What follows belongs to an exercise in optimizing a design on an open flow for small area and a short achievable clock period; a production flow would make more cautious choices.
No run shown here included a check of the RTL's function; only the layout flow was run.

## flow/design.v (module list and top-level ports; edited modules follow where they fit)
// module IntegratedSystem: 1289 lines
module IntegratedSystem (A, B, C, clk);
  // ...
==> flow/run.sh <==
#!/bin/bash
# synth_recipe.tcl (not shown) runs the flow's synth.tcl, then flattens the netlist and writes it again
# the make line also repeats each setting of config.mk as NAME=value (left out here)
make -C /OpenROAD-flow-scripts/flow DESIGN_CONFIG=/design/flow/config.mk WORK_HOME=/design/flow/orfs CLKGATE_MAP_FILE= SYNTH_SCRIPT=/design/flow/synth_recipe.tcl finish
==> flow/config.mk <==
export PLATFORM = sky130hd
export DESIGN_NAME = IntegratedSystem
export DESIGN_NICKNAME = IntegratedSystem
export VERILOG_FILES = /design/flow/design.v
export SDC_FILE = /design/flow/constraint.sdc
export NUM_CORES = 4
export LEC_CHECK = 0
export CAP_MARGIN = 20
export CORE_MARGIN = 2
export CORE_UTILIZATION = 40
export SETUP_SLACK_MARGIN = 4.2
export SLEW_MARGIN = 20
==> flow/constraint.sdc <==
create_clock -name core_clock -period 6.5 [get_ports {clk}]
set_input_delay 1.3000 -clock core_clock [delete_from_list [all_inputs] [get_ports {clk}]]
set_output_delay 1.3000 -clock core_clock [all_outputs]
set_load 0.01 [all_outputs]
==> impl_metrics.csv, run 1 <==
group,metric,value,unit
detailed_routing,viasPerCell,4.95,
global_route,grt-busiest-layer,"met2",
yosys,synth_compound_area_share,13.4,%
sta,timing.final.ws_setup,3.29,ns
detailed_routing,route.met2.wl,8.96,mm
setup_path,critPathRequiredTime,6.88,ns
yosys,synth_area_leaders,"dfxtp_1, fa_1, xnor2_1",
outcome,outcome,"timing/DRC/antenna clean",
place,place_inst,1179,
detailed_routing,m1WireLength,10.1,mm
setup_path,path_class,"register to register",
detailed_routing,vias,6084,
yosys,ys_seq_area_share,36.7,%
sta,tns,0,ns
sta,layout_min_cycle_time,3.21,ns
yosys,yosysTopAreaCell,"dfxtp_1",
layout,biggestCellCategory,"multi-input gates",
floorplanning,chipHeight,158,um
detailed_routing,postRouteWirelength,20.3,mm
setup_path,cp.arrival,3.59,ns
clock_network,clk_path_buf_depth,2,
sta,skew,0.0253,ns
clock_network,cts_root_buffer,"clkbuf_16",
yosys,synthAdderAreaFrac,26.0,%
layout,fin_util,48.4,%
clock_network,ctsResizeCount,110,
place,place_ws,3.11,ns
yosys,synth_warnings,1,
yosys,synth_area,9480,um^2
==> run 2: changes to the inputs <==
--- a/flow/design.v
+++ b/flow/design.v
@@ -15,17 +15,17 @@
   assign e_neg[g] = bx[2*g+2];
 end endgenerate
 always @(posedge clk) begin
     r1_a <= A;
     r1_one <= e_one;
     r1_two <= e_two;
     r1_neg <= e_neg;
 end
-reg [104:0] r2;
+reg [82:0] r2;
 wire pp_1;
 wire pp_2;
 wire pp_3;
 wire pp_4;
 wire pp_5;
 wire pp_6;
 wire pp_7;
 wire pp_8;
@@ -282,68 +282,68 @@
 wire s2_259;
 wire c2_260;
 wire s2_261;
 wire c2_262;
 wire s2_263;
 wire c2_264;
 wire s2_265;
 wire c2_266;
-wire s3_267;
-wire c3_268;
-wire s3_269;
-wire c3_270;
-wire s3_271;
-wire c3_272;
-wire s3_273;
-wire c3_274;
-wire s3_275;
-wire c3_276;
-wire s3_277;
-wire c3_278;
-wire s3_279;
-wire c3_280;
-wire s3_281;
-wire c3_282;
-wire s3_283;
-wire c3_284;
-wire s3_285;
-wire c3_286;
-wire s3_287;
-wire c3_288;
-wire s3_289;
-wire c3_290;
-wire s3_291;
-wire c3_292;
-wire s3_293;
-wire c3_294;
-wire s3_295;
-wire c3_296;
-wire s3_297;
-wire c3_298;
-wire s3_299;
-wire c3_300;
-wire s3_301;
-wire c3_302;
-wire s3_303;
-wire c3_304;
-wire s3_305;
-wire c3_306;
-wire s3_307;
-wire c3_308;
-wire s3_309;
-wire c3_310;
-wire s3_311;
-wire c3_312;
-wire s3_313;
-wire c3_314;
-wire s3_315;
-wire c3_316;
-wire s3_317;
-wire c3_318;
+wire s2_267;
+wire c2_268;
+wire s2_269;
+wire c2_270;
+wire s2_271;
+wire c2_272;
+wire s2_273;
+wire c2_274;
+wire s2_275;
+wire c2_276;
+wire s2_277;
+wire c2_278;
+wire s2_279;
+wire c2_280;
+wire s2_281;
+wire c2_282;
+wire s2_283;
+wire c2_284;
+wire s2_285;
+wire c2_286;
+wire s2_287;
+wire c2_288;
+wire s2_289;
+wire c2_290;
+wire s2_291;
+wire c2_292;
+wire s2_293;
+wire c2_294;
+wire s2_295;
+wire c2_296;
+wire s2_297;
+wire c2_298;
+wire s2_299;
+wire c2_300;
+wire s2_301;
+wire c2_302;
+wire s2_303;
+wire c2_304;
+wire s2_305;
+wire c2_306;
+wire s2_307;
+wire c2_308;
+wire s2_309;
+wire c2_310;
+wire s2_311;
+wire c2_312;
+wire s2_313;
+wire c2_314;
+wire s2_315;
+wire c2_316;
+wire s2_317;
+wire c2_318;
 wire s3_319;
 wire c3_320;
 wire s3_321;
 wire c3_322;
 wire s3_323;
 wire c3_324;
 wire s3_325;
 wire c3_326;
@@ -384,120 +384,120 @@
 wire s3_361;
 wire c3_362;
 wire s3_363;
 wire c3_364;
 wire s3_365;
 wire c3_366;
 wire s3_367;
 wire c3_368;
-wire g_369;
-wire p_370;
-wire g_371;
-wire p_372;
-wire g_373;
-wire p_374;
-wire g_375;
-wire p_376;
-wire g_377;
-wire p_378;
-wire g_379;
-wire p_380;
-wire g_381;
-wire p_382;
-wire g_383;
-wire p_384;
-wire g_385;
-wire p_386;
-wire g_387;
-wire p_388;
-wire g_389;
-wire p_390;
-wire g_391;
-wire p_392;
-wire g_393;
-wire p_394;
-wire g_395;
-wire p_396;
-wire g_397;
-wire p_398;
-wire g_399;
-wire p_400;
-wire g_401;
-wire p_402;
-wire g_403;
-wire p_404;
-wire g_405;
-wire p_406;
-wire g_407;
-wire p_408;
-wire g_409;
-wire p_410;
-wire g_411;
-wire p_412;
-wire g_413;
-wire p_414;
-wire g_415;
-wire p_416;
-wire g_417;
-wire p_418;
+wire s3_369;
+wire c3_370;
+wire s3_371;
+wire c3_372;
+wire s3_373;
+wire c3_374;
+wire s3_375;
+wire c3_376;
+wire s3_377;
+wire c3_378;
+wire s3_379;
+wire c3_380;
+wire s3_381;
+wire c3_382;
+wire s3_383;
+wire c3_384;
+wire s3_385;
+wire c3_386;
+wire s3_387;
+wire c3_388;
+wire s3_389;
+wire c3_390;
+wire s3_391;
+wire c3_392;
+wire s3_393;
+wire c3_394;
+wire s3_395;
+wire c3_396;
+wire s3_397;
+wire c3_398;
+wire s3_399;
+wire c3_400;
+wire s3_401;
+wire c3_402;
+wire s3_403;
+wire c3_404;
+wire s3_405;
+wire c3_406;
+wire s3_407;
+wire c3_408;
+wire s3_409;
+wire c3_410;
+wire s3_411;
+wire c3_412;
+wire s3_413;
+wire c3_414;
+wire s3_415;
+wire c3_416;
+wire s3_417;
+wire c3_418;
 wire g_419;
 wire p_420;
 wire g_421;
 wire p_422;
 wire g_423;
 wire p_424;
-wire G_425;
-wire P_426;
-wire G_427;
-wire P_428;
-wire G_429;
-wire P_430;
-wire G_431;
-wire P_432;
-wire G_433;
-wire P_434;
-wire G_435;
-wire P_436;
-wire G_437;
-wire P_438;
-wire G_439;
-wire P_440;
-wire G_441;
-wire P_442;
-wire G_443;
-wire P_444;
-wire G_445;
-wire P_446;
-wire G_447;
-wire P_448;
-wire G_449;
-wire P_450;
-wire G_451;
-wire P_452;
-wire G_453;
-wire P_454;
-wire G_455;
-wire P_456;
-wire G_457;
-wire P_458;
-wire G_459;
-wire P_460;
-wire G_461;
-wire P_462;
-wire G_463;
-wire P_464;
-wire G_465;
-wire P_466;
-wire G_467;
-wire P_468;
-wire G_469;
-wire P_470;
-wire G_471;
-wire P_472;
+wire g_425;
+wire p_426;
+wire g_427;
+wire p_428;
+wire g_429;
+wire p_430;
+wire g_431;
+wire p_432;
+wire g_433;
+wire p_434;
+wire g_435;
+wire p_436;
+wire g_437;
+wire p_438;
+wire g_439;
+wire p_440;
+wire g_441;
+wire p_442;
+wire g_443;
+wire p_444;
+wire g_445;
+wire p_446;
+wire g_447;
+wire p_448;
+wire g_449;
+wire p_450;
+wire g_451;
+wire p_452;
+wire g_453;
+wire p_454;
+wire g_455;
+wire p_456;
+wire g_457;
+wire p_458;
+wire g_459;
+wire p_460;
+wire g_461;
+wire p_462;
+wire g_463;
+wire p_464;
+wire g_465;
+wire p_466;
+wire g_467;
+wire p_468;
+wire g_469;
+wire p_470;
+wire g_471;
+wire p_472;
 wire G_473;
 wire P_474;
 wire G_475;
 wire P_476;
 wire G_477;
 wire P_478;
 wire G_479;
 wire P_480;
@@ -568,43 +568,82 @@
 wire G_545;
 wire P_546;
 wire G_547;
 wire P_548;
 wire G_549;
 wire P_550;
 wire G_551;
 wire P_552;
-wire sum_553;
-wire sum_554;
-wire sum_555;
-wire sum_556;
-wire sum_557;
-wire sum_558;
-wire sum_559;
-wire sum_560;
-wire sum_561;
-wire sum_562;
-wire sum_563;
-wire sum_564;
-wire sum_565;
-wire sum_566;
-wire sum_567;
-wire sum_568;
-wire sum_569;
-wire sum_570;
-wire sum_571;
-wire sum_572;
-wire sum_573;
-wire sum_574;
-wire sum_575;
-wire sum_576;
-wire sum_577;
-wire sum_578;
-wire sum_579;
+wire G_553;
+wire P_554;
+wire G_555;
+wire P_556;
+wire G_557;
+wire P_558;
+wire G_559;
+wire P_560;
+wire G_561;
+wire P_562;
+wire G_563;
+wire P_564;
+wire G_565;
+wire P_566;
+wire G_567;
+wire P_568;
+wire G_569;
+wire P_570;
+wire G_571;
+wire P_572;
+wire G_573;
+wire P_574;
+wire G_575;
+wire P_576;
+wire G_577;
+wire P_578;
+wire G_579;
+wire P_580;
+wire G_581;
+wire P_582;
+wire G_583;
+wire P_584;
+wire G_585;
+wire P_586;
+wire G_587;
+wire P_588;
+wire G_589;
+wire P_590;
+wire G_591;
+wire P_592;
+wire sum_593;
+wire sum_594;
+wire sum_595;
+wire sum_596;
+wire sum_597;
+wire sum_598;
+wire sum_599;
+wire sum_600;
+wire sum_601;
+wire sum_602;
+wire sum_603;
+wire sum_604;
+wire sum_605;
+wire sum_606;
+wire sum_607;
+wire sum_608;
+wire sum_609;
+wire sum_610;
+wire sum_611;
+wire sum_612;
+wire sum_613;
+wire sum_614;
+wire sum_615;
+wire sum_616;
+wire sum_617;
+wire sum_618;
 assign pp_1 = (r1_one[0] & r1_a[0]) ^ r1_neg[0];
 assign pp_2 = ((r1_one[0] & r1_a[1]) | (r1_two[0] & r1_a[0])) ^ r1_neg[0];
 assign pp_3 = ((r1_one[0] & r1_a[2]) | (r1_two[0] & r1_a[1])) ^ r1_neg[0];
 assign pp_4 = ((r1_one[0] & r1_a[3]) | (r1_two[0] & r1_a[2])) ^ r1_neg[0];
 assign pp_5 = ((r1_one[0] & r1_a[4]) | (r1_two[0] & r1_a[3])) ^ r1_neg[0];
 assign pp_6 = ((r1_one[0] & r1_a[5]) | (r1_two[0] & r1_a[4])) ^ r1_neg[0];
 assign pp_7 = ((r1_one[0] & r1_a[6]) | (r1_two[0] & r1_a[5])) ^ r1_neg[0];
 assign pp_8 = ((r1_one[0] & r1_a[7]) | (r1_two[0] & r1_a[6])) ^ r1_neg[0];
@@ -851,439 +890,457 @@
 assign s2_249 = 1'b1 ^ pp_84 ^ pp_99;
 assign c2_250 = (1'b1 & pp_84) | (1'b1 & pp_99) | (pp_84 & pp_99);
 assign s2_251 = pp_114 ^ pp_129;
 assign c2_252 = pp_114 & pp_129;
 assign s2_253 = ~pp_85 ^ pp_100 ^ pp_115;
 assign c2_254 = (~pp_85 & pp_100) | (~pp_85 & pp_115) | (pp_100 & pp_115);
 assign s2_255 = 1'b1 ^ pp_101;
 assign c2_256 = 1'b1 & pp_101;
-assign s2_257 = r1_neg[0] ^ pp_1;
-assign c2_258 = r1_neg[0] & pp_1;
-assign s2_259 = pp_2 ^ c2_258;
-assign c2_260 = pp_2 & c2_258;
-assign s2_261 = r1_neg[1] ^ pp_3 ^ pp_18;
-assign c2_262 = (r1_neg[1] & pp_3) | (r1_neg[1] & pp_18) | (pp_3 & pp_18);
-assign s2_263 = s2_261 ^ c2_260;
-assign c2_264 = s2_261 & c2_260;
-assign s2_265 = pp_4 ^ pp_19 ^ c2_262;
-assign c2_266 = (pp_4 & pp_19) | (pp_4 & c2_262) | (pp_19 & c2_262);
-assign s3_267 = r2[5] ^ r2[6];
-assign c3_268 = r2[5] & r2[6];
-assign s3_269 = r2[7] ^ r2[8];
-assign c3_270 = r2[7] & r2[8];
-assign s3_271 = r2[10] ^ r2[11] ^ r2[12];
-assign c3_272 = (r2[10] & r2[11]) | (r2[10] & r2[12]) | (r2[11] & r2[12]);
-assign s3_273 = r2[13] ^ r2[14] ^ r2[15];
-assign c3_274 = (r2[13] & r2[14]) | (r2[13] & r2[15]) | (r2[14] & r2[15]);
-assign s3_275 = r2[17] ^ r2[18] ^ r2[19];
-assign c3_276 = (r2[17] & r2[18]) | (r2[17] & r2[19]) | (r2[18] & r2[19]);
-assign s3_277 = r2[21] ^ r2[22] ^ r2[23];
-assign c3_278 = (r2[21] & r2[22]) | (r2[21] & r2[23]) | (r2[22] & r2[23]);
-assign s3_279 = r2[25] ^ r2[26] ^ r2[27];
-assign c3_280 = (r2[25] & r2[26]) | (r2[25] & r2[27]) | (r2[26] & r2[27]);
-assign s3_281 = r2[29] ^ r2[30] ^ r2[31];
-assign c3_282 = (r2[29] & r2[30]) | (r2[29] & r2[31]) | (r2[30] & r2[31]);
-assign s3_283 = r2[33] ^ r2[34] ^ r2[35];
-assign c3_284 = (r2[33] & r2[34]) | (r2[33] & r2[35]) | (r2[34] & r2[35]);
-assign s3_285 = r2[37] ^ r2[38] ^ r2[39];
-assign c3_286 = (r2[37] & r2[38]) | (r2[37] & r2[39]) | (r2[38] & r2[39]);
-assign s3_287 = r2[41] ^ r2[42] ^ r2[43];
-assign c3_288 = (r2[41] & r2[42]) | (r2[41] & r2[43]) | (r2[42] & r2[43]);
-assign s3_289 = r2[45] ^ r2[46] ^ r2[47];
-assign c3_290 = (r2[45] & r2[46]) | (r2[45] & r2[47]) | (r2[46] & r2[47]);
-assign s3_291 = r2[49] ^ r2[50] ^ r2[51];
-assign c3_292 = (r2[49] & r2[50]) | (r2[49] & r2[51]) | (r2[50] & r2[51]);
-assign s3_293 = r2[53] ^ r2[54] ^ r2[55];
-assign c3_294 = (r2[53] & r2[54]) | (r2[53] & r2[55]) | (r2[54] & r2[55]);
-assign s3_295 = r2[57] ^ r2[58] ^ r2[59];
-assign c3_296 = (r2[57] & r2[58]) | (r2[57] & r2[59]) | (r2[58] & r2[59]);
-assign s3_297 = r2[61] ^ r2[62] ^ r2[63];
-assign c3_298 = (r2[61] & r2[62]) | (r2[61] & r2[63]) | (r2[62] & r2[63]);
-assign s3_299 = r2[65] ^ r2[66] ^ r2[67];
-assign c3_300 = (r2[65] & r2[66]) | (r2[65] & r2[67]) | (r2[66] & r2[67]);
-assign s3_301 = r2[69] ^ r2[70] ^ r2[71];
-assign c3_302 = (r2[69] & r2[70]) | (r2[69] & r2[71]) | (r2[70] & r2[71]);
-assign s3_303 = r2[73] ^ r2[74] ^ r2[75];
-assign c3_304 = (r2[73] & r2[74]) | (r2[73] & r2[75]) | (r2[74] & r2[75]);
-assign s3_305 = r2[77] ^ r2[78] ^ r2[79];
-assign c3_306 = (r2[77] & r2[78]) | (r2[77] & r2[79]) | (r2[78] & r2[79]);
-assign s3_307 = r2[81] ^ r2[82] ^ r2[83];
-assign c3_308 = (r2[81] & r2[82]) | (r2[81] & r2[83]) | (r2[82] & r2[83]);
-assign s3_309 = r2[85] ^ r2[86] ^ r2[87];
-assign c3_310 = (r2[85] & r2[86]) | (r2[85] & r2[87]) | (r2[86] & r2[87]);
-assign s3_311 = r2[89] ^ r2[90] ^ r2[91];
-assign c3_312 = (r2[89] & r2[90]) | (r2[89] & r2[91]) | (r2[90] & r2[91]);
-assign s3_313 = r2[93] ^ r2[94] ^ r2[95];
-assign c3_314 = (r2[93] & r2[94]) | (r2[93] & r2[95]) | (r2[94] & r2[95]);
-assign s3_315 = 1'b1 ^ r2[98];
-assign c3_316 = 1'b1 & r2[98];
-assign s3_317 = r2[9] ^ s3_269;
-assign c3_318 = r2[9] & s3_269;
-assign s3_319 = c3_270 ^ c3_268 ^ s3_271;
-assign c3_320 = (c3_270 & c3_268) | (c3_270 & s3_271) | (c3_268 & s3_271);
-assign s3_321 = r2[16] ^ c3_272 ^ s3_273;
-assign c3_322 = (r2[16] & c3_272) | (r2[16] & s3_273) | (c3_272 & s3_273);
-assign s3_323 = r2[20] ^ c3_274 ^ s3_275;
-assign c3_324 = (r2[20] & c3_274) | (r2[20] & s3_275) | (c3_274 & s3_275);
-assign s3_325 = r2[24] ^ c3_276 ^ s3_277;
-assign c3_326 = (r2[24] & c3_276) | (r2[24] & s3_277) | (c3_276 & s3_277);
-assign s3_327 = r2[28] ^ c3_278 ^ s3_279;
-assign c3_328 = (r2[28] & c3_278) | (r2[28] & s3_279) | (c3_278 & s3_279);
-assign s3_329 = r2[32] ^ c3_280 ^ s3_281;
-assign c3_330 = (r2[32] & c3_280) | (r2[32] & s3_281) | (c3_280 & s3_281);
-assign s3_331 = r2[36] ^ c3_282 ^ s3_283;
-assign c3_332 = (r2[36] & c3_282) | (r2[36] & s3_283) | (c3_282 & s3_283);
-assign s3_333 = r2[40] ^ c3_284 ^ s3_285;
-assign c3_334 = (r2[40] & c3_284) | (r2[40] & s3_285) | (c3_284 & s3_285);
-assign s3_335 = r2[44] ^ c3_286 ^ s3_287;
-assign c3_336 = (r2[44] & c3_286) | (r2[44] & s3_287) | (c3_286 & s3_287);
-assign s3_337 = r2[48] ^ c3_288 ^ s3_289;
-assign c3_338 = (r2[48] & c3_288) | (r2[48] & s3_289) | (c3_288 & s3_289);
-assign s3_339 = r2[52] ^ c3_290 ^ s3_291;
-assign c3_340 = (r2[52] & c3_290) | (r2[52] & s3_291) | (c3_290 & s3_291);
-assign s3_341 = r2[56] ^ c3_292 ^ s3_293;
-assign c3_342 = (r2[56] & c3_292) | (r2[56] & s3_293) | (c3_292 & s3_293);
-assign s3_343 = r2[60] ^ c3_294 ^ s3_295;
-assign c3_344 = (r2[60] & c3_294) | (r2[60] & s3_295) | (c3_294 & s3_295);
-assign s3_345 = r2[64] ^ c3_296 ^ s3_297;
-assign c3_346 = (r2[64] & c3_296) | (r2[64] & s3_297) | (c3_296 & s3_297);
-assign s3_347 = r2[68] ^ c3_298 ^ s3_299;
-assign c3_348 = (r2[68] & c3_298) | (r2[68] & s3_299) | (c3_298 & s3_299);
-assign s3_349 = r2[72] ^ c3_300 ^ s3_301;
-assign c3_350 = (r2[72] & c3_300) | (r2[72] & s3_301) | (c3_300 & s3_301);
-assign s3_351 = r2[76] ^ c3_302 ^ s3_303;
-assign c3_352 = (r2[76] & c3_302) | (r2[76] & s3_303) | (c3_302 & s3_303);
-assign s3_353 = r2[80] ^ c3_304 ^ s3_305;
-assign c3_354 = (r2[80] & c3_304) | (r2[80] & s3_305) | (c3_304 & s3_305);
-assign s3_355 = r2[84] ^ c3_306 ^ s3_307;
-assign c3_356 = (r2[84] & c3_306) | (r2[84] & s3_307) | (c3_306 & s3_307);
-assign s3_357 = r2[88] ^ c3_308 ^ s3_309;
-assign c3_358 = (r2[88] & c3_308) | (r2[88] & s3_309) | (c3_308 & s3_309);
-assign s3_359 = r2[92] ^ c3_310 ^ s3_311;
-assign c3_360 = (r2[92] & c3_310) | (r2[92] & s3_311) | (c3_310 & s3_311);
-assign s3_361 = r2[96] ^ c3_312 ^ s3_313;
-assign c3_362 = (r2[96] & c3_312) | (r2[96] & s3_313) | (c3_312 & s3_313);
-assign s3_363 = r2[99] ^ s3_315 ^ c3_314;
-assign c3_364 = (r2[99] & s3_315) | (r2[99] & c3_314) | (s3_315 & c3_314);
-assign s3_365 = r2[100] ^ r2[101] ^ c3_316;
-assign c3_366 = (r2[100] & r2[101]) | (r2[100] & c3_316) | (r2[101] & c3_316);
-assign s3_367 = 1'b1 ^ r2[103];
-assign c3_368 = 1'b1 & r2[103];
-assign g_369 = r2[3] & r2[4];
-assign p_370 = r2[3] ^ r2[4];
-assign g_371 = s3_317 & s3_267;
-assign p_372 = s3_317 ^ s3_267;
-assign g_373 = c3_318 & s3_319;
-assign p_374 = c3_318 ^ s3_319;
-assign g_375 = c3_320 & s3_321;
-assign p_376 = c3_320 ^ s3_321;
-assign g_377 = c3_322 & s3_323;
-assign p_378 = c3_322 ^ s3_323;
-assign g_379 = c3_324 & s3_325;
-assign p_380 = c3_324 ^ s3_325;
-assign g_381 = c3_326 & s3_327;
-assign p_382 = c3_326 ^ s3_327;
-assign g_383 = c3_328 & s3_329;
-assign p_384 = c3_328 ^ s3_329;
-assign g_385 = c3_330 & s3_331;
-assign p_386 = c3_330 ^ s3_331;
-assign g_387 = c3_332 & s3_333;
-assign p_388 = c3_332 ^ s3_333;
-assign g_389 = c3_334 & s3_335;
-assign p_390 = c3_334 ^ s3_335;
-assign g_391 = c3_336 & s3_337;
-assign p_392 = c3_336 ^ s3_337;
-assign g_393 = c3_338 & s3_339;
-assign p_394 = c3_338 ^ s3_339;
-assign g_395 = c3_340 & s3_341;
-assign p_396 = c3_340 ^ s3_341;
-assign g_397 = c3_342 & s3_343;
-assign p_398 = c3_342 ^ s3_343;
-assign g_399 = c3_344 & s3_345;
-assign p_400 = c3_344 ^ s3_345;
-assign g_401 = c3_346 & s3_347;
-assign p_402 = c3_346 ^ s3_347;
-assign g_403 = c3_348 & s3_349;
-assign p_404 = c3_348 ^ s3_349;
-assign g_405 = c3_350 & s3_351;
-assign p_406 = c3_350 ^ s3_351;
-assign g_407 = c3_352 & s3_353;
-assign p_408 = c3_352 ^ s3_353;
-assign g_409 = c3_354 & s3_355;
-assign p_410 = c3_354 ^ s3_355;
-assign g_411 = c3_356 & s3_357;
-assign p_412 = c3_356 ^ s3_357;
-assign g_413 = c3_358 & s3_359;
-assign p_414 = c3_358 ^ s3_359;
-assign g_415 = c3_360 & s3_361;
-assign p_416 = c3_360 ^ s3_361;
-assign g_417 = c3_362 & s3_363;
-assign p_418 = c3_362 ^ s3_363;
-assign g_419 = c3_364 & s3_365;
-assign p_420 = c3_364 ^ s3_365;
-assign g_421 = c3_366 & s3_367;
-assign p_422 = c3_366 ^ s3_367;
-assign g_423 = c3_368 & r2[104];
-assign p_424 = c3_368 ^ r2[104];
-assign G_425 = g_371 | (p_372 & g_369);
-assign P_426 = p_372 & p_370;
-assign G_427 = g_375 | (p_376 & g_373);
-assign P_428 = p_376 & p_374;
-assign G_429 = g_379 | (p_380 & g_377);
-assign P_430 = p_380 & p_378;
-assign G_431 = g_383 | (p_384 & g_381);
-assign P_432 = p_384 & p_382;
-assign G_433 = g_387 | (p_388 & g_385);
-assign P_434 = p_388 & p_386;
-assign G_435 = g_391 | (p_392 & g_389);
-assign P_436 = p_392 & p_390;
-assign G_437 = g_395 | (p_396 & g_393);
-assign P_438 = p_396 & p_394;
-assign G_439 = g_399 | (p_400 & g_397);
-assign P_440 = p_400 & p_398;
-assign G_441 = g_403 | (p_404 & g_401);
-assign P_442 = p_404 & p_402;
-assign G_443 = g_407 | (p_408 & g_405);
-assign P_444 = p_408 & p_406;
-assign G_445 = g_411 | (p_412 & g_409);
-assign P_446 = p_412 & p_410;
-assign G_447 = g_415 | (p_416 & g_413);
-assign P_448 = p_416 & p_414;
-assign G_449 = g_419 | (p_420 & g_417);
-assign P_450 = p_420 & p_418;
-assign G_451 = g_423 | (p_424 & g_421);
-assign P_452 = p_424 & p_422;
-assign G_453 = g_373 | (p_374 & G_425);
-assign P_454 = p_374 & P_426;
-assign G_455 = G_427 | (P_428 & G_425);
-assign P_456 = P_428 & P_426;
-assign G_457 = g_381 | (p_382 & G_429);
-assign P_458 = p_382 & P_430;
-assign G_459 = G_431 | (P_432 & G_429);
-assign P_460 = P_432 & P_430;
-assign G_461 = g_389 | (p_390 & G_433);
-assign P_462 = p_390 & P_434;
-assign G_463 = G_435 | (P_436 & G_433);
-assign P_464 = P_436 & P_434;
-assign G_465 = g_397 | (p_398 & G_437);
-assign P_466 = p_398 & P_438;
-assign G_467 = G_439 | (P_440 & G_437);
-assign P_468 = P_440 & P_438;
-assign G_469 = g_405 | (p_406 & G_441);
-assign P_470 = p_406 & P_442;
-assign G_471 = G_443 | (P_444 & G_441);
-assign P_472 = P_444 & P_442;
-assign G_473 = g_413 | (p_414 & G_445);
-assign P_474 = p_414 & P_446;
-assign G_475 = G_447 | (P_448 & G_445);
-assign P_476 = P_448 & P_446;
-assign G_477 = g_421 | (p_422 & G_449);
-assign P_478 = p_422 & P_450;
-assign G_479 = G_451 | (P_452 & G_449);
-assign P_480 = P_452 & P_450;
-assign G_481 = g_377 | (p_378 & G_455);
-assign P_482 = p_378 & P_456;
-assign G_483 = G_429 | (P_430 & G_455);
-assign P_484 = P_430 & P_456;
-assign G_485 = G_457 | (P_458 & G_455);
-assign P_486 = P_458 & P_456;
-assign G_487 = G_459 | (P_460 & G_455);
-assign P_488 = P_460 & P_456;
-assign G_489 = g_393 | (p_394 & G_463);
-assign P_490 = p_394 & P_464;
-assign G_491 = G_437 | (P_438 & G_463);
-assign P_492 = P_438 & P_464;
-assign G_493 = G_465 | (P_466 & G_463);
-assign P_494 = P_466 & P_464;
-assign G_495 = G_467 | (P_468 & G_463);
-assign P_496 = P_468 & P_464;
-assign G_497 = g_409 | (p_410 & G_471);
-assign P_498 = p_410 & P_472;
-assign G_499 = G_445 | (P_446 & G_471);
-assign P_500 = P_446 & P_472;
-assign G_501 = G_473 | (P_474 & G_471);
-assign P_502 = P_474 & P_472;
-assign G_503 = G_475 | (P_476 & G_471);
-assign P_504 = P_476 & P_472;
-assign G_505 = g_385 | (p_386 & G_487);
-assign P_506 = p_386 & P_488;
-assign G_507 = G_433 | (P_434 & G_487);
-assign P_508 = P_434 & P_488;
-assign G_509 = G_461 | (P_462 & G_487);
-assign P_510 = P_462 & P_488;
-assign G_511 = G_463 | (P_464 & G_487);
-assign P_512 = P_464 & P_488;
-assign G_513 = G_489 | (P_490 & G_487);
-assign P_514 = P_490 & P_488;
-assign G_515 = G_491 | (P_492 & G_487);
-assign P_516 = P_492 & P_488;
-assign G_517 = G_493 | (P_494 & G_487);
-assign P_518 = P_494 & P_488;
-assign G_519 = G_495 | (P_496 & G_487);
-assign P_520 = P_496 & P_488;
-assign G_521 = g_417 | (p_418 & G_503);
-assign P_522 = p_418 & P_504;
-assign G_523 = G_449 | (P_450 & G_503);
-assign P_524 = P_450 & P_504;
-assign G_525 = G_477 | (P_478 & G_503);
-assign P_526 = P_478 & P_504;
-assign G_527 = G_479 | (P_480 & G_503);
-assign P_528 = P_480 & P_504;
-assign G_529 = g_401 | (p_402 & G_519);
-assign P_530 = p_402 & P_520;
-assign G_531 = G_441 | (P_442 & G_519);
-assign P_532 = P_442 & P_520;
-assign G_533 = G_469 | (P_470 & G_519);
-assign P_534 = P_470 & P_520;
-assign G_535 = G_471 | (P_472 & G_519);
-assign P_536 = P_472 & P_520;
-assign G_537 = G_497 | (P_498 & G_519);
-assign P_538 = P_498 & P_520;
-assign G_539 = G_499 | (P_500 & G_519);
-assign P_540 = P_500 & P_520;
-assign G_541 = G_501 | (P_502 & G_519);
-assign P_542 = P_502 & P_520;
-assign G_543 = G_503 | (P_504 & G_519);
-assign P_544 = P_504 & P_520;
-assign G_545 = G_521 | (P_522 & G_519);
-assign P_546 = P_522 & P_520;
-assign G_547 = G_523 | (P_524 & G_519);
-assign P_548 = P_524 & P_520;
-assign G_549 = G_525 | (P_526 & G_519);
-assign P_550 = P_526 & P_520;
-assign G_551 = G_527 | (P_528 & G_519);
-assign P_552 = P_528 & P_520;
-assign sum_553 = p_372 ^ g_369;
-assign sum_554 = p_374 ^ G_425;
-assign sum_555 = p_376 ^ G_453;
-assign sum_556 = p_378 ^ G_455;
-assign sum_557 = p_380 ^ G_481;
-assign sum_558 = p_382 ^ G_483;
-assign sum_559 = p_384 ^ G_485;
-assign sum_560 = p_386 ^ G_487;
-assign sum_561 = p_388 ^ G_505;
-assign sum_562 = p_390 ^ G_507;
-assign sum_563 = p_392 ^ G_509;
-assign sum_564 = p_394 ^ G_511;
-assign sum_565 = p_396 ^ G_513;
-assign sum_566 = p_398 ^ G_515;
-assign sum_567 = p_400 ^ G_517;
-assign sum_568 = p_402 ^ G_519;
-assign sum_569 = p_404 ^ G_529;
-assign sum_570 = p_406 ^ G_531;
-assign sum_571 = p_408 ^ G_533;
-assign sum_572 = p_410 ^ G_535;
-assign sum_573 = p_412 ^ G_537;
-assign sum_574 = p_414 ^ G_539;
-assign sum_575 = p_416 ^ G_541;
-assign sum_576 = p_418 ^ G_543;
-assign sum_577 = p_420 ^ G_545;
-assign sum_578 = p_422 ^ G_547;
-assign sum_579 = p_424 ^ G_549;
-wire [30:0] fsum = {sum_579, sum_578, sum_577, sum_576, sum_575, sum_574, sum_573, sum_572, sum_571, sum_570, sum_569, sum_568, sum_567, sum_566, sum_565, sum_564, sum_563, sum_562, sum_561, sum_560, sum_559, sum_558, sum_557, sum_556, sum_555, sum_554, sum_553, p_370, r2[2], r2[1], r2[0]};
+assign s2_257 = r1_neg[2] ^ pp_5;
+assign c2_258 = r1_neg[2] & pp_5;
+assign s2_259 = pp_6 ^ pp_21;
+assign c2_260 = pp_6 & pp_21;
+assign s2_261 = pp_22 ^ pp_37 ^ pp_52;
+assign c2_262 = (pp_22 & pp_37) | (pp_22 & pp_52) | (pp_37 & pp_52);
+assign s2_263 = pp_38 ^ pp_53 ^ c2_186;
+assign c2_264 = (pp_38 & pp_53) | (pp_38 & c2_186) | (pp_53 & c2_186);
+assign s2_265 = pp_69 ^ c2_188 ^ s2_191;
+assign c2_266 = (pp_69 & c2_188) | (pp_69 & s2_191) | (c2_188 & s2_191);
+assign s2_267 = c2_192 ^ s2_195 ^ c2_190;
+assign c2_268 = (c2_192 & s2_195) | (c2_192 & c2_190) | (s2_195 & c2_190);
+assign s2_269 = c2_196 ^ c2_194 ^ s2_197;
+assign c2_270 = (c2_196 & c2_194) | (c2_196 & s2_197) | (c2_194 & s2_197);
+assign s2_271 = c2_198 ^ s2_201 ^ c2_200;
+assign c2_272 = (c2_198 & s2_201) | (c2_198 & c2_200) | (s2_201 & c2_200);
+assign s2_273 = c2_202 ^ s2_205 ^ c2_204;
+assign c2_274 = (c2_202 & s2_205) | (c2_202 & c2_204) | (s2_205 & c2_204);
+assign s2_275 = c2_206 ^ s2_209 ^ c2_208;
+assign c2_276 = (c2_206 & s2_209) | (c2_206 & c2_208) | (s2_209 & c2_208);
+assign s2_277 = c2_210 ^ s2_213 ^ c2_212;
+assign c2_278 = (c2_210 & s2_213) | (c2_210 & c2_212) | (s2_213 & c2_212);
+assign s2_279 = c2_214 ^ s2_217 ^ c2_216;
+assign c2_280 = (c2_214 & s2_217) | (c2_214 & c2_216) | (s2_217 & c2_216);
+assign s2_281 = c2_218 ^ s2_221 ^ c2_220;
+assign c2_282 = (c2_218 & s2_221) | (c2_218 & c2_220) | (s2_221 & c2_220);
+assign s2_283 = c2_222 ^ s2_225 ^ c2_224;
+assign c2_284 = (c2_222 & s2_225) | (c2_222 & c2_224) | (s2_225 & c2_224);
+assign s2_285 = c2_226 ^ s2_229 ^ c2_228;
+assign c2_286 = (c2_226 & s2_229) | (c2_226 & c2_228) | (s2_229 & c2_228);
+assign s2_287 = s2_233 ^ c2_230 ^ c2_232;
+assign c2_288 = (s2_233 & c2_230) | (s2_233 & c2_232) | (c2_230 & c2_232);
+assign s2_289 = s2_237 ^ c2_234 ^ c2_236;
+assign c2_290 = (s2_237 & c2_234) | (s2_237 & c2_236) | (c2_234 & c2_236);
+assign s2_291 = c2_238 ^ s2_241 ^ s2_243;
+assign c2_292 = (c2_238 & s2_241) | (c2_238 & s2_243) | (s2_241 & s2_243);
+assign s2_293 = c2_242 ^ s2_245 ^ s2_247;
+assign c2_294 = (c2_242 & s2_245) | (c2_242 & s2_247) | (s2_245 & s2_247);
+assign s2_295 = s2_251 ^ c2_246 ^ s2_249;
+assign c2_296 = (s2_251 & c2_246) | (s2_251 & s2_249) | (c2_246 & s2_249);
+assign s2_297 = pp_130 ^ c2_252 ^ c2_250;
+assign c2_298 = (pp_130 & c2_252) | (pp_130 & c2_250) | (c2_252 & c2_250);
+assign s2_299 = pp_116 ^ pp_131 ^ s2_255;
+assign c2_300 = (pp_116 & pp_131) | (pp_116 & s2_255) | (pp_131 & s2_255);
+assign s2_301 = ~pp_102 ^ pp_117 ^ pp_132;
+assign c2_302 = (~pp_102 & pp_117) | (~pp_102 & pp_132) | (pp_117 & pp_132);
+assign s2_303 = 1'b1 ^ pp_118;
+assign c2_304 = 1'b1 & pp_118;
+assign s2_305 = r1_neg[0] ^ pp_1;
+assign c2_306 = r1_neg[0] & pp_1;
+assign s2_307 = pp_2 ^ c2_306;
+assign c2_308 = pp_2 & c2_306;
+assign s2_309 = r1_neg[1] ^ pp_3 ^ pp_18;
+assign c2_310 = (r1_neg[1] & pp_3) | (r1_neg[1] & pp_18) | (pp_3 & pp_18);
+assign s2_311 = s2_309 ^ c2_308;
+assign c2_312 = s2_309 & c2_308;
+assign s2_313 = pp_4 ^ pp_19 ^ c2_310;
+assign c2_314 = (pp_4 & pp_19) | (pp_4 & c2_310) | (pp_19 & c2_310);
+assign s2_315 = c2_312 ^ s2_313;
+assign c2_316 = c2_312 & s2_313;
+assign s2_317 = pp_20 ^ pp_35 ^ s2_257;
+assign c2_318 = (pp_20 & pp_35) | (pp_20 & s2_257) | (pp_35 & s2_257);
+assign s3_319 = r2[7] ^ r2[8];
+assign c3_320 = r2[7] & r2[8];
+assign s3_321 = r2[11] ^ r2[12];
+assign c3_322 = r2[11] & r2[12];
+assign s3_323 = r2[14] ^ r2[15];
+assign c3_324 = r2[14] & r2[15];
+assign s3_325 = r2[17] ^ r2[18];
+assign c3_326 = r2[17] & r2[18];
+assign s3_327 = r2[20] ^ r2[21];
+assign c3_328 = r2[20] & r2[21];
+assign s3_329 = r2[23] ^ r2[24];
+assign c3_330 = r2[23] & r2[24];
+assign s3_331 = r2[26] ^ r2[27];
+assign c3_332 = r2[26] & r2[27];
+assign s3_333 = r2[29] ^ r2[30];
+assign c3_334 = r2[29] & r2[30];
+assign s3_335 = r2[32] ^ r2[33];
+assign c3_336 = r2[32] & r2[33];
+assign s3_337 = r2[35] ^ r2[36];
+assign c3_338 = r2[35] & r2[36];
+assign s3_339 = r2[38] ^ r2[39];
+assign c3_340 = r2[38] & r2[39];
+assign s3_341 = r2[41] ^ r2[42];
+assign c3_342 = r2[41] & r2[42];
+assign s3_343 = r2[44] ^ r2[45];
+assign c3_344 = r2[44] & r2[45];
+assign s3_345 = r2[47] ^ r2[48];
+assign c3_346 = r2[47] & r2[48];
+assign s3_347 = r2[50] ^ r2[51];
+assign c3_348 = r2[50] & r2[51];
+assign s3_349 = r2[53] ^ r2[54];
+assign c3_350 = r2[53] & r2[54];
+assign s3_351 = r2[56] ^ r2[57];
+assign c3_352 = r2[56] & r2[57];
+assign s3_353 = r2[59] ^ r2[60];
+assign c3_354 = r2[59] & r2[60];
+assign s3_355 = r2[62] ^ r2[63];
+assign c3_356 = r2[62] & r2[63];
+assign s3_357 = r2[65] ^ r2[66];
+assign c3_358 = r2[65] & r2[66];
+assign s3_359 = r2[68] ^ r2[69];
+assign c3_360 = r2[68] & r2[69];
+assign s3_361 = r2[71] ^ r2[72];
+assign c3_362 = r2[71] & r2[72];
+assign s3_363 = r2[74] ^ r2[75];
+assign c3_364 = r2[74] & r2[75];
+assign s3_365 = r2[77] ^ r2[78];
+assign c3_366 = r2[77] & r2[78];
+assign s3_367 = r2[4] ^ r2[5];
+assign c3_368 = r2[4] & r2[5];
+assign s3_369 = r2[9] ^ r2[10] ^ s3_319;
+assign c3_370 = (r2[9] & r2[10]) | (r2[9] & s3_319) | (r2[10] & s3_319);
+assign s3_371 = r2[13] ^ c3_320 ^ s3_321;
+assign c3_372 = (r2[13] & c3_320) | (r2[13] & s3_321) | (c3_320 & s3_321);
+assign s3_373 = r2[16] ^ c3_322 ^ s3_323;
+assign c3_374 = (r2[16] & c3_322) | (r2[16] & s3_323) | (c3_322 & s3_323);
+assign s3_375 = r2[19] ^ c3_324 ^ s3_325;
+assign c3_376 = (r2[19] & c3_324) | (r2[19] & s3_325) | (c3_324 & s3_325);
+assign s3_377 = r2[22] ^ c3_326 ^ s3_327;
+assign c3_378 = (r2[22] & c3_326) | (r2[22] & s3_327) | (c3_326 & s3_327);
+assign s3_379 = r2[25] ^ c3_328 ^ s3_329;
+assign c3_380 = (r2[25] & c3_328) | (r2[25] & s3_329) | (c3_328 & s3_329);
+assign s3_381 = r2[28] ^ c3_330 ^ s3_331;
+assign c3_382 = (r2[28] & c3_330) | (r2[28] & s3_331) | (c3_330 & s3_331);
+assign s3_383 = r2[31] ^ c3_332 ^ s3_333;
+assign c3_384 = (r2[31] & c3_332) | (r2[31] & s3_333) | (c3_332 & s3_333);
+assign s3_385 = r2[34] ^ c3_334 ^ s3_335;
+assign c3_386 = (r2[34] & c3_334) | (r2[34] & s3_335) | (c3_334 & s3_335);
+assign s3_387 = r2[37] ^ c3_336 ^ s3_337;
+assign c3_388 = (r2[37] & c3_336) | (r2[37] & s3_337) | (c3_336 & s3_337);
+assign s3_389 = r2[40] ^ c3_338 ^ s3_339;
+assign c3_390 = (r2[40] & c3_338) | (r2[40] & s3_339) | (c3_338 & s3_339);
+assign s3_391 = r2[43] ^ c3_340 ^ s3_341;
+assign c3_392 = (r2[43] & c3_340) | (r2[43] & s3_341) | (c3_340 & s3_341);
+assign s3_393 = r2[46] ^ c3_342 ^ s3_343;
+assign c3_394 = (r2[46] & c3_342) | (r2[46] & s3_343) | (c3_342 & s3_343);
+assign s3_395 = r2[49] ^ c3_344 ^ s3_345;
+assign c3_396 = (r2[49] & c3_344) | (r2[49] & s3_345) | (c3_344 & s3_345);
+assign s3_397 = r2[52] ^ c3_346 ^ s3_347;
+assign c3_398 = (r2[52] & c3_346) | (r2[52] & s3_347) | (c3_346 & s3_347);
+assign s3_399 = r2[55] ^ c3_348 ^ s3_349;
+assign c3_400 = (r2[55] & c3_348) | (r2[55] & s3_349) | (c3_348 & s3_349);
+assign s3_401 = r2[58] ^ c3_350 ^ s3_351;
+assign c3_402 = (r2[58] & c3_350) | (r2[58] & s3_351) | (c3_350 & s3_351);
+assign s3_403 = r2[61] ^ c3_352 ^ s3_353;
+assign c3_404 = (r2[61] & c3_352) | (r2[61] & s3_353) | (c3_352 & s3_353);
+assign s3_405 = r2[64] ^ c3_354 ^ s3_355;
+assign c3_406 = (r2[64] & c3_354) | (r2[64] & s3_355) | (c3_354 & s3_355);
+assign s3_407 = r2[67] ^ c3_356 ^ s3_357;
+assign c3_408 = (r2[67] & c3_356) | (r2[67] & s3_357) | (c3_356 & s3_357);
+assign s3_409 = r2[70] ^ c3_358 ^ s3_359;
+assign c3_410 = (r2[70] & c3_358) | (r2[70] & s3_359) | (c3_358 & s3_359);
+assign s3_411 = r2[73] ^ c3_360 ^ s3_361;
+assign c3_412 = (r2[73] & c3_360) | (r2[73] & s3_361) | (c3_360 & s3_361);
+assign s3_413 = r2[76] ^ c3_362 ^ s3_363;
+assign c3_414 = (r2[76] & c3_362) | (r2[76] & s3_363) | (c3_362 & s3_363);
+assign s3_415 = r2[79] ^ c3_364 ^ s3_365;
+assign c3_416 = (r2[79] & c3_364) | (r2[79] & s3_365) | (c3_364 & s3_365);
+assign s3_417 = 1'b1 ^ r2[81] ^ c3_366;
+assign c3_418 = (1'b1 & r2[81]) | (1'b1 & c3_366) | (r2[81] & c3_366);
+assign g_419 = s3_367 & r2[6];
+assign p_420 = s3_367 ^ r2[6];
+assign g_421 = c3_368 & s3_369;
+assign p_422 = c3_368 ^ s3_369;
+assign g_423 = c3_370 & s3_371;
+assign p_424 = c3_370 ^ s3_371;
+assign g_425 = c3_372 & s3_373;
+assign p_426 = c3_372 ^ s3_373;
+assign g_427 = c3_374 & s3_375;
+assign p_428 = c3_374 ^ s3_375;
+assign g_429 = c3_376 & s3_377;
+assign p_430 = c3_376 ^ s3_377;
+assign g_431 = c3_378 & s3_379;
+assign p_432 = c3_378 ^ s3_379;
+assign g_433 = c3_380 & s3_381;
+assign p_434 = c3_380 ^ s3_381;
+assign g_435 = c3_382 & s3_383;
+assign p_436 = c3_382 ^ s3_383;
+assign g_437 = c3_384 & s3_385;
+assign p_438 = c3_384 ^ s3_385;
+assign g_439 = c3_386 & s3_387;
+assign p_440 = c3_386 ^ s3_387;
+assign g_441 = c3_388 & s3_389;
+assign p_442 = c3_388 ^ s3_389;
+assign g_443 = c3_390 & s3_391;
+assign p_444 = c3_390 ^ s3_391;
+assign g_445 = c3_392 & s3_393;
+assign p_446 = c3_392 ^ s3_393;
+assign g_447 = c3_394 & s3_395;
+assign p_448 = c3_394 ^ s3_395;
+assign g_449 = c3_396 & s3_397;
+assign p_450 = c3_396 ^ s3_397;
+assign g_451 = c3_398 & s3_399;
+assign p_452 = c3_398 ^ s3_399;
+assign g_453 = c3_400 & s3_401;
+assign p_454 = c3_400 ^ s3_401;
+assign g_455 = c3_402 & s3_403;
+assign p_456 = c3_402 ^ s3_403;
+assign g_457 = c3_404 & s3_405;
+assign p_458 = c3_404 ^ s3_405;
+assign g_459 = c3_406 & s3_407;
+assign p_460 = c3_406 ^ s3_407;
+assign g_461 = c3_408 & s3_409;
+assign p_462 = c3_408 ^ s3_409;
+assign g_463 = c3_410 & s3_411;
+assign p_464 = c3_410 ^ s3_411;
+assign g_465 = c3_412 & s3_413;
+assign p_466 = c3_412 ^ s3_413;
+assign g_467 = c3_414 & s3_415;
+assign p_468 = c3_414 ^ s3_415;
+assign g_469 = c3_416 & s3_417;
+assign p_470 = c3_416 ^ s3_417;
+assign g_471 = c3_418 & r2[82];
+assign p_472 = c3_418 ^ r2[82];
+assign G_473 = g_421 | (p_422 & g_419);
+assign P_474 = p_422 & p_420;
+assign G_475 = g_425 | (p_426 & g_423);
+assign P_476 = p_426 & p_424;
+assign G_477 = g_429 | (p_430 & g_427);
+assign P_478 = p_430 & p_428;
+assign G_479 = g_433 | (p_434 & g_431);
+assign P_480 = p_434 & p_432;
+assign G_481 = g_437 | (p_438 & g_435);
+assign P_482 = p_438 & p_436;
+assign G_483 = g_441 | (p_442 & g_439);
+assign P_484 = p_442 & p_440;
+assign G_485 = g_445 | (p_446 & g_443);
+assign P_486 = p_446 & p_444;
+assign G_487 = g_449 | (p_450 & g_447);
+assign P_488 = p_450 & p_448;
+assign G_489 = g_453 | (p_454 & g_451);
+assign P_490 = p_454 & p_452;
+assign G_491 = g_457 | (p_458 & g_455);
+assign P_492 = p_458 & p_456;
+assign G_493 = g_461 | (p_462 & g_459);
+assign P_494 = p_462 & p_460;
+assign G_495 = g_465 | (p_466 & g_463);
+assign P_496 = p_466 & p_464;
+assign G_497 = g_469 | (p_470 & g_467);
+assign P_498 = p_470 & p_468;
+assign G_499 = g_423 | (p_424 & G_473);
+assign P_500 = p_424 & P_474;
+assign G_501 = G_475 | (P_476 & G_473);
+assign P_502 = P_476 & P_474;
+assign G_503 = g_431 | (p_432 & G_477);
+assign P_504 = p_432 & P_478;
+assign G_505 = G_479 | (P_480 & G_477);
+assign P_506 = P_480 & P_478;
+assign G_507 = g_439 | (p_440 & G_481);
+assign P_508 = p_440 & P_482;
+assign G_509 = G_483 | (P_484 & G_481);
+assign P_510 = P_484 & P_482;
+assign G_511 = g_447 | (p_448 & G_485);
+assign P_512 = p_448 & P_486;
+assign G_513 = G_487 | (P_488 & G_485);
+assign P_514 = P_488 & P_486;
+assign G_515 = g_455 | (p_456 & G_489);
+assign P_516 = p_456 & P_490;
+assign G_517 = G_491 | (P_492 & G_489);
+assign P_518 = P_492 & P_490;
+assign G_519 = g_463 | (p_464 & G_493);
+assign P_520 = p_464 & P_494;
+assign G_521 = G_495 | (P_496 & G_493);
+assign P_522 = P_496 & P_494;
+assign G_523 = g_471 | (p_472 & G_497);
+assign P_524 = p_472 & P_498;
+assign G_525 = g_427 | (p_428 & G_501);
+assign P_526 = p_428 & P_502;
+assign G_527 = G_477 | (P_478 & G_501);
+assign P_528 = P_478 & P_502;
+assign G_529 = G_503 | (P_504 & G_501);
+assign P_530 = P_504 & P_502;
+assign G_531 = G_505 | (P_506 & G_501);
+assign P_532 = P_506 & P_502;
+assign G_533 = g_443 | (p_444 & G_509);
+assign P_534 = p_444 & P_510;
+assign G_535 = G_485 | (P_486 & G_509);
+assign P_536 = P_486 & P_510;
+assign G_537 = G_511 | (P_512 & G_509);
+assign P_538 = P_512 & P_510;
+assign G_539 = G_513 | (P_514 & G_509);
+assign P_540 = P_514 & P_510;
+assign G_541 = g_459 | (p_460 & G_517);
+assign P_542 = p_460 & P_518;
+assign G_543 = G_493 | (P_494 & G_517);
+assign P_544 = P_494 & P_518;
+assign G_545 = G_519 | (P_520 & G_517);
+assign P_546 = P_520 & P_518;
+assign G_547 = G_521 | (P_522 & G_517);
+assign P_548 = P_522 & P_518;
+assign G_549 = g_435 | (p_436 & G_531);
+assign P_550 = p_436 & P_532;
+assign G_551 = G_481 | (P_482 & G_531);
+assign P_552 = P_482 & P_532;
+assign G_553 = G_507 | (P_508 & G_531);
+assign P_554 = P_508 & P_532;
+assign G_555 = G_509 | (P_510 & G_531);
+assign P_556 = P_510 & P_532;
+assign G_557 = G_533 | (P_534 & G_531);
+assign P_558 = P_534 & P_532;
+assign G_559 = G_535 | (P_536 & G_531);
+assign P_560 = P_536 & P_532;
+assign G_561 = G_537 | (P_538 & G_531);
+assign P_562 = P_538 & P_532;
+assign G_563 = G_539 | (P_540 & G_531);
+assign P_564 = P_540 & P_532;
+assign G_565 = g_467 | (p_468 & G_547);
+assign P_566 = p_468 & P_548;
+assign G_567 = G_497 | (P_498 & G_547);
+assign P_568 = P_498 & P_548;
+assign G_569 = G_523 | (P_524 & G_547);
+assign P_570 = P_524 & P_548;
+assign G_571 = g_451 | (p_452 & G_563);
+assign P_572 = p_452 & P_564;
+assign G_573 = G_489 | (P_490 & G_563);
+assign P_574 = P_490 & P_564;
+assign G_575 = G_515 | (P_516 & G_563);
+assign P_576 = P_516 & P_564;
+assign G_577 = G_517 | (P_518 & G_563);
+assign P_578 = P_518 & P_564;
+assign G_579 = G_541 | (P_542 & G_563);
+assign P_580 = P_542 & P_564;
+assign G_581 = G_543 | (P_544 & G_563);
+assign P_582 = P_544 & P_564;
+assign G_583 = G_545 | (P_546 & G_563);
+assign P_584 = P_546 & P_564;
+assign G_585 = G_547 | (P_548 & G_563);
+assign P_586 = P_548 & P_564;
+assign G_587 = G_565 | (P_566 & G_563);
+assign P_588 = P_566 & P_564;
+assign G_589 = G_567 | (P_568 & G_563);
+assign P_590 = P_568 & P_564;
+assign G_591 = G_569 | (P_570 & G_563);
+assign P_592 = P_570 & P_564;
+assign sum_593 = p_422 ^ g_419;
+assign sum_594 = p_424 ^ G_473;
+assign sum_595 = p_426 ^ G_499;
+assign sum_596 = p_428 ^ G_501;
+assign sum_597 = p_430 ^ G_525;
+assign sum_598 = p_432 ^ G_527;
+assign sum_599 = p_434 ^ G_529;
+assign sum_600 = p_436 ^ G_531;
+assign sum_601 = p_438 ^ G_549;
+assign sum_602 = p_440 ^ G_551;
+assign sum_603 = p_442 ^ G_553;
+assign sum_604 = p_444 ^ G_555;
+assign sum_605 = p_446 ^ G_557;
+assign sum_606 = p_448 ^ G_559;
+assign sum_607 = p_450 ^ G_561;
+assign sum_608 = p_452 ^ G_563;
+assign sum_609 = p_454 ^ G_571;
+assign sum_610 = p_456 ^ G_573;
+assign sum_611 = p_458 ^ G_575;
+assign sum_612 = p_460 ^ G_577;
+assign sum_613 = p_462 ^ G_579;
+assign sum_614 = p_464 ^ G_581;
+assign sum_615 = p_466 ^ G_583;
+assign sum_616 = p_468 ^ G_585;
+assign sum_617 = p_470 ^ G_587;
+assign sum_618 = p_472 ^ G_589;
+wire [30:0] fsum = {sum_618, sum_617, sum_616, sum_615, sum_614, sum_613, sum_612, sum_611, sum_610, sum_609, sum_608, sum_607, sum_606, sum_605, sum_604, sum_603, sum_602, sum_601, sum_600, sum_599, sum_598, sum_597, sum_596, sum_595, sum_594, sum_593, p_420, r2[3], r2[2], r2[1], r2[0]};
 always @(posedge clk) begin
-    r2[0] <= s2_257;
-    r2[1] <= s2_259;
-    r2[2] <= s2_263;
-    r2[3] <= c2_264;
-    r2[4] <= s2_265;
-    r2[5] <= r1_neg[2];
-    r2[6] <= pp_5;
-    r2[7] <= pp_20;
-    r2[8] <= pp_35;
-    r2[9] <= c2_266;
-    r2[10] <= pp_6;
-    r2[11] <= pp_21;
-    r2[12] <= pp_36;
-    r2[13] <= pp_22;
-    r2[14] <= pp_37;
-    r2[15] <= pp_52;
-    r2[16] <= s2_185;
-    r2[17] <= pp_38;
-    r2[18] <= pp_53;
-    r2[19] <= c2_186;
-    r2[20] <= s2_187;
-    r2[21] <= pp_69;
-    r2[22] <= c2_188;
-    r2[23] <= s2_191;
-    r2[24] <= s2_189;
-    r2[25] <= c2_192;
-    r2[26] <= s2_195;
-    r2[27] <= c2_190;
-    r2[28] <= s2_193;
-    r2[29] <= c2_196;
-    r2[30] <= c2_194;
-    r2[31] <= s2_197;
-    r2[32] <= s2_199;
-    r2[33] <= c2_198;
-    r2[34] <= s2_201;
-    r2[35] <= c2_200;
-    r2[36] <= s2_203;
-    r2[37] <= c2_202;
-    r2[38] <= s2_205;
-    r2[39] <= c2_204;
-    r2[40] <= s2_207;
-    r2[41] <= c2_206;
-    r2[42] <= s2_209;
-    r2[43] <= c2_208;
-    r2[44] <= s2_211;
-    r2[45] <= c2_210;
-    r2[46] <= s2_213;
-    r2[47] <= c2_212;
-    r2[48] <= s2_215;
-    r2[49] <= c2_214;
-    r2[50] <= s2_217;
-    r2[51] <= c2_216;
-    r2[52] <= s2_219;
-    r2[53] <= c2_218;
-    r2[54] <= s2_221;
-    r2[55] <= c2_220;
-    r2[56] <= s2_223;
-    r2[57] <= c2_222;
-    r2[58] <= s2_225;
-    r2[59] <= c2_224;
-    r2[60] <= s2_227;
-    r2[61] <= c2_226;
-    r2[62] <= s2_229;
-    r2[63] <= c2_228;
-    r2[64] <= s2_231;
-    r2[65] <= s2_233;
-    r2[66] <= c2_230;
-    r2[67] <= c2_232;
-    r2[68] <= s2_235;
-    r2[69] <= s2_237;
-    r2[70] <= c2_234;
-    r2[71] <= c2_236;
-    r2[72] <= s2_239;
-    r2[73] <= c2_238;
-    r2[74] <= s2_241;
-    r2[75] <= s2_243;
-    r2[76] <= c2_240;
-    r2[77] <= c2_242;
-    r2[78] <= s2_245;
-    r2[79] <= s2_247;
-    r2[80] <= c2_244;
-    r2[81] <= s2_251;
-    r2[82] <= c2_246;
-    r2[83] <= s2_249;
-    r2[84] <= c2_248;
-    r2[85] <= pp_130;
-    r2[86] <= c2_252;
-    r2[87] <= c2_250;
-    r2[88] <= s2_253;
-    r2[89] <= pp_116;
-    r2[90] <= pp_131;
-    r2[91] <= s2_255;
-    r2[92] <= c2_254;
-    r2[93] <= ~pp_102;
-    r2[94] <= pp_117;
-    r2[95] <= pp_132;
-    r2[96] <= c2_256;
-    r2[98] <= pp_118;
-    r2[99] <= pp_133;
-    r2[100] <= ~pp_119;
-    r2[101] <= pp_134;
-    r2[103] <= pp_135;
-    r2[104] <= ~pp_136;
+    r2[0] <= s2_305;
+    r2[1] <= s2_307;
+    r2[2] <= s2_311;
+    r2[3] <= s2_315;
+    r2[4] <= s2_317;
+    r2[5] <= c2_314;
+    r2[6] <= c2_316;
+    r2[7] <= pp_36;
+    r2[8] <= c2_258;
+    r2[9] <= s2_259;
+    r2[10] <= c2_318;
+    r2[11] <= c2_260;
+    r2[12] <= s2_185;
+    r2[13] <= s2_261;
+    r2[14] <= s2_187;
+    r2[15] <= c2_262;
+    r2[16] <= s2_263;
+    r2[17] <= s2_189;
+    r2[18] <= c2_264;
+    r2[19] <= s2_265;
+    r2[20] <= s2_193;
+    r2[21] <= c2_266;
+    r2[22] <= s2_267;
+    r2[23] <= s2_199;
+    r2[24] <= c2_268;
+    r2[25] <= s2_269;
+    r2[26] <= s2_203;
+    r2[27] <= c2_270;
+    r2[28] <= s2_271;
+    r2[29] <= s2_207;
+    r2[30] <= c2_272;
+    r2[31] <= s2_273;
+    r2[32] <= s2_211;
+    r2[33] <= c2_274;
+    r2[34] <= s2_275;
+    r2[35] <= s2_215;
+    r2[36] <= c2_276;
+    r2[37] <= s2_277;
+    r2[38] <= s2_219;
+    r2[39] <= c2_278;
+    r2[40] <= s2_279;
+    r2[41] <= s2_223;
+    r2[42] <= c2_280;
+    r2[43] <= s2_281;
+    r2[44] <= s2_227;
+    r2[45] <= c2_282;
+    r2[46] <= s2_283;
+    r2[47] <= s2_231;
+    r2[48] <= c2_284;
+    r2[49] <= s2_285;
+    r2[50] <= s2_235;
+    r2[51] <= c2_286;
+    r2[52] <= s2_287;
+    r2[53] <= s2_239;
+    r2[54] <= c2_288;
+    r2[55] <= s2_289;
+    r2[56] <= c2_240;
+    r2[57] <= c2_290;
+    r2[58] <= s2_291;
+    r2[59] <= c2_244;
+    r2[60] <= s2_293;
+    r2[61] <= c2_292;
+    r2[62] <= c2_248;
+    r2[63] <= s2_295;
+    r2[64] <= c2_294;
+    r2[65] <= s2_253;
+    r2[66] <= s2_297;
+    r2[67] <= c2_296;
+    r2[68] <= c2_254;
+    r2[69] <= s2_299;
+    r2[70] <= c2_298;
+    r2[71] <= c2_256;
+    r2[72] <= s2_301;
+    r2[73] <= c2_300;
+    r2[74] <= pp_133;
+    r2[75] <= s2_303;
+    r2[76] <= c2_302;
+    r2[77] <= ~pp_119;
+    r2[78] <= pp_134;
+    r2[79] <= c2_304;
+    r2[81] <= pp_135;
+    r2[82] <= ~pp_136;
     C <= fsum;
 end
 endmodule
==> run 2 against run 1 <==
Compared with the run above:
- core utilization up 6.5 points
- highest routed layer unchanged
- register-to-register slack better by 0.27 ns
- final area up 18%
- via count up 21%
- synthesized area up 4.0%
- non-clock buffer count up 114
- cell count up 20%
- first-iteration DRC count down 7.6%
- flip-flop and latch count down 21
- wire length up 22%
==> impl_metrics.csv, run 2 <==
group,metric,value,unit
outcome,outcome,"timing/DRC/antenna clean",
yosys,yosysTopAreaCell,"dfxtp_1",
clock_network,clk_path_buf_depth,2,
place,port-buffer-count,63,
clock_network,ctsHoldBuffers,0,
setup_path,r2r_cells,12,
sta,skew,0.0117,ns
floorplanning,die_w,161,um
floorplanning,ios,64,
yosys,synthCells,987,
global_route,grt-ovfl-total,0,
layout,final_cell_mix,"inv_1, buf_4, xnor2_1",
global_route,grtUsageMet3,3.03,%
clock_network,h-tree-depth,4,
place,place_inst,1307,
layout,nets,1336,
clock_network,clk_pin_slew,0.06,ns
setup_path,endpoint_kind,"register",
layout,finalNonFillerCells,1474,
layout,fin_util,54.9,%
sta,setup_viol,0,
global_route,grt_pass1_wl,37.6,mm
floorplanning,die_area,25900,um^2
setup_path,critPathLaunchType,"register",
yosys,synth_edf_count,0,
sta,timing.final.ws_setup,3.56,ns
hold_path,hp-start,"r2[2]",
yosys,syn_avg_cell_area,9.99,um^2
detailed_routing,wl_per_cell,16.8,um
layout,antennaDiodeCount,0,
layout,top_register,"r2",
detailed_routing,viasPerCell,4.99,
place,place_congestion,0.860,
yosys,synth_commonest_cells,"inv_1, dfxtp_1, xnor2_1",
global_route,grt_use_met1,27.4,%
clock_network,cts_root_buffer,"clkbuf_16",
layout,reg_top3,"r2 (82), C (31), r1_a (16)",
sta,min_period_over_period,45.3,%
place,dp_hpwl,15.7,mm
hold_path,hp-class,"register to register",
yosys,synth_area_leaders,"dfxtp_1, fa_1, xnor2_1",
sta,finalHoldViolations,0,
layout,layout_commonest_cell,"inv_1",
place,placed_area,11000,um^2
sta,slew_headroom,68.2,%
sta,slew_violations,0,
yosys,synth_ff_type,"dfxtp_1",
layout,area_delta_synth_final,35.0,%
yosys,yosysMostFrequentCell,"inv_1",
sta,rsz0062_at_grt,"true",
yosys,async_flop_share,0,%
floorplanning,rows,57,
layout,fillers,2139,
clock_network,cts_made_buffers,17,
detailed_routing,ant_nets,0,
global_route,use_met2,28.3,%
global_route,grt_use_total,18.5,%
hold_path,min_path_cells,0,
sta,worst_pin_slew,0.472,ns
setup_path,path_class,"register to register",
floorplanning,chipHeight,161,um
global_route,grt-busiest-layer,"met2",
yosys,synth_cell_types,45,
yosys,ys_seq_area_share,31.1,%
sta,layout_min_cycle_time,2.94,ns
setup_path,cp.arrival,3.32,ns
clock_network,cts_tree,"yes",
place,place_ws,3.41,ns
clock_network,cts.sinks,153,
yosys,synth_nets,1186,
yosys,synth_warnings,1,
setup_path,crit_fanout,3,
detailed_routing,vias,7358,
global_route,grt_max_degree,19,
setup_path,rr_startpoint,"r2[27]",
yosys,synth_top_area_share,31.1,%
floorplanning,initial_core_util,40.7,%
detailed_routing,postRouteWirelength,24.8,mm
clock_network,insertion_delay,0.43,ns
detailed_routing,drc_errors,0,
sta,tns,0,ns
global_route,grt_pass1_vias,6979,
yosys,ys_ff_latch,153,
job,drv_cap,0,
setup_path,critPathLaunch,"r2[27]",
layout,stdcell_area,13300,um^2
layout,largest_reg_flops,82,
floorplanning,core_area,24200,um^2
detailed_routing,dr.first_iter.drc_count,486,
setup_path,critPathRequiredTime,6.87,ns
sta,max_freq,340,MHz
detailed_routing,dr.pass1.iters,5,
layout,drive_above_1_share,34.5,%
global_route,antenna_found_initial,0,
yosys,synth_area,9860,um^2
run 2: cell count changes after synthesis, sizes merged, moves of 4 or more:
cell    change
o21ai       +6
clkbuf      -5
buf         +7
a21oi       +5
inv       +102
dfxtp      -21
nand2       +4
nor2b       +4
ha         +25
run 2: kinds of logic (layout without fill, tap and decap cells):
group / after synthesis / in the layout / synth area share, %
buffers and inverters: 240 / 403 / 9.23
muxes: 2 / 2 / 0.216
adders and majority gates: 166 / 166 / 28.2
xor gates and xnor gates: 160 / 160 / 14.2
DFF: 153 / 153 / 31.1
AOI/OAI and AO/OA: 185 / 185 / 13.4
and+or+nand+nor: 81 / 81 / 3.76
run 2: routing by layer:
layer	share of wire, %	wire length [um]	vias to the layer above
met1	45	11100	3575
li1	-	-	3466
met2	45	11300	286
met3	7.4	1830	31
met5	0	0	-
met4	2.3	571	0
run 2: worst paths after layout:
path / slack, ns / end
setup / recovery: 3.56 / C[20]
hold reg to reg: 0.33 / C[2]
hold / removal: 0.33 / C[2]
setup reg to reg: 3.56 / C[20]
run 2: area by class of cell:
class	instances	area (um^2)	area share, %
clock buffer	20	457	3.43
multi-input combinational	594	6770	50.8
sequential	153	3210	24.1
clock inverter	12	118	0.883
inverter	168	632	4.75
tap	324	405	3.05
timing repair buffer	203	1730	13.0
run 2: timing repair:
action | in CTS | in global routing
gates resized for setup | 184 | 128
setup endpoints to repair | 96 | 61
setup buffers | 62 | 73
pin swaps | 21 | 77
endpoints found under the hold margin | 0 | 0
run 2: worst max-delay path, cell delays in order, from the launching register on:
cell and delay, ns:
dfxtp_2 0.33, ha_4 0.26, inv_2 0.03, fa_1 0.48
inv_2 0.04, ha_4 0.22, a21o_1 0.20, a211o_4 0.31
o21a_1 0.22, o21a_1 0.21, nor2_2 0.13, fa_1 0.41
inv_1 0.06
run 2: per-stage QoR:
step	hold WS, ns
after global placement	0.314
after floorplan	0.310
after CTS	0.330
final	0.328
after detailed placement	0.315
after global routing	0.343

==> re-timing with driven ports <==
The results above use ideal ports. As a check the final layouts listed here were re-extracted and re-timed, cells and wires unchanged.
Step 1: set_driving_cell puts a clkbuf_16 on clk and a buf_2 on each other input, an assumption about the parent block.
Step 2 times the ports against the registers' clock, not the clock port: input delays grow and output delays shrink by t, the midpoint of the rising clock arrivals with the driver on.
Slacks: ideal / step 1 / step 2; pairs: ideal / step 1.
| run | t (ns) | setup WS [ns] | cell pins on the clock port's net |
|---|---|---|---|
| run 1 | 0.470 | 3.287 / 3.287 / 3.287 | 1 |
| run 2 | 0.466 | 3.556 / 3.556 / 3.556 | 1 |
After both steps every run listed still meets setup and hold.
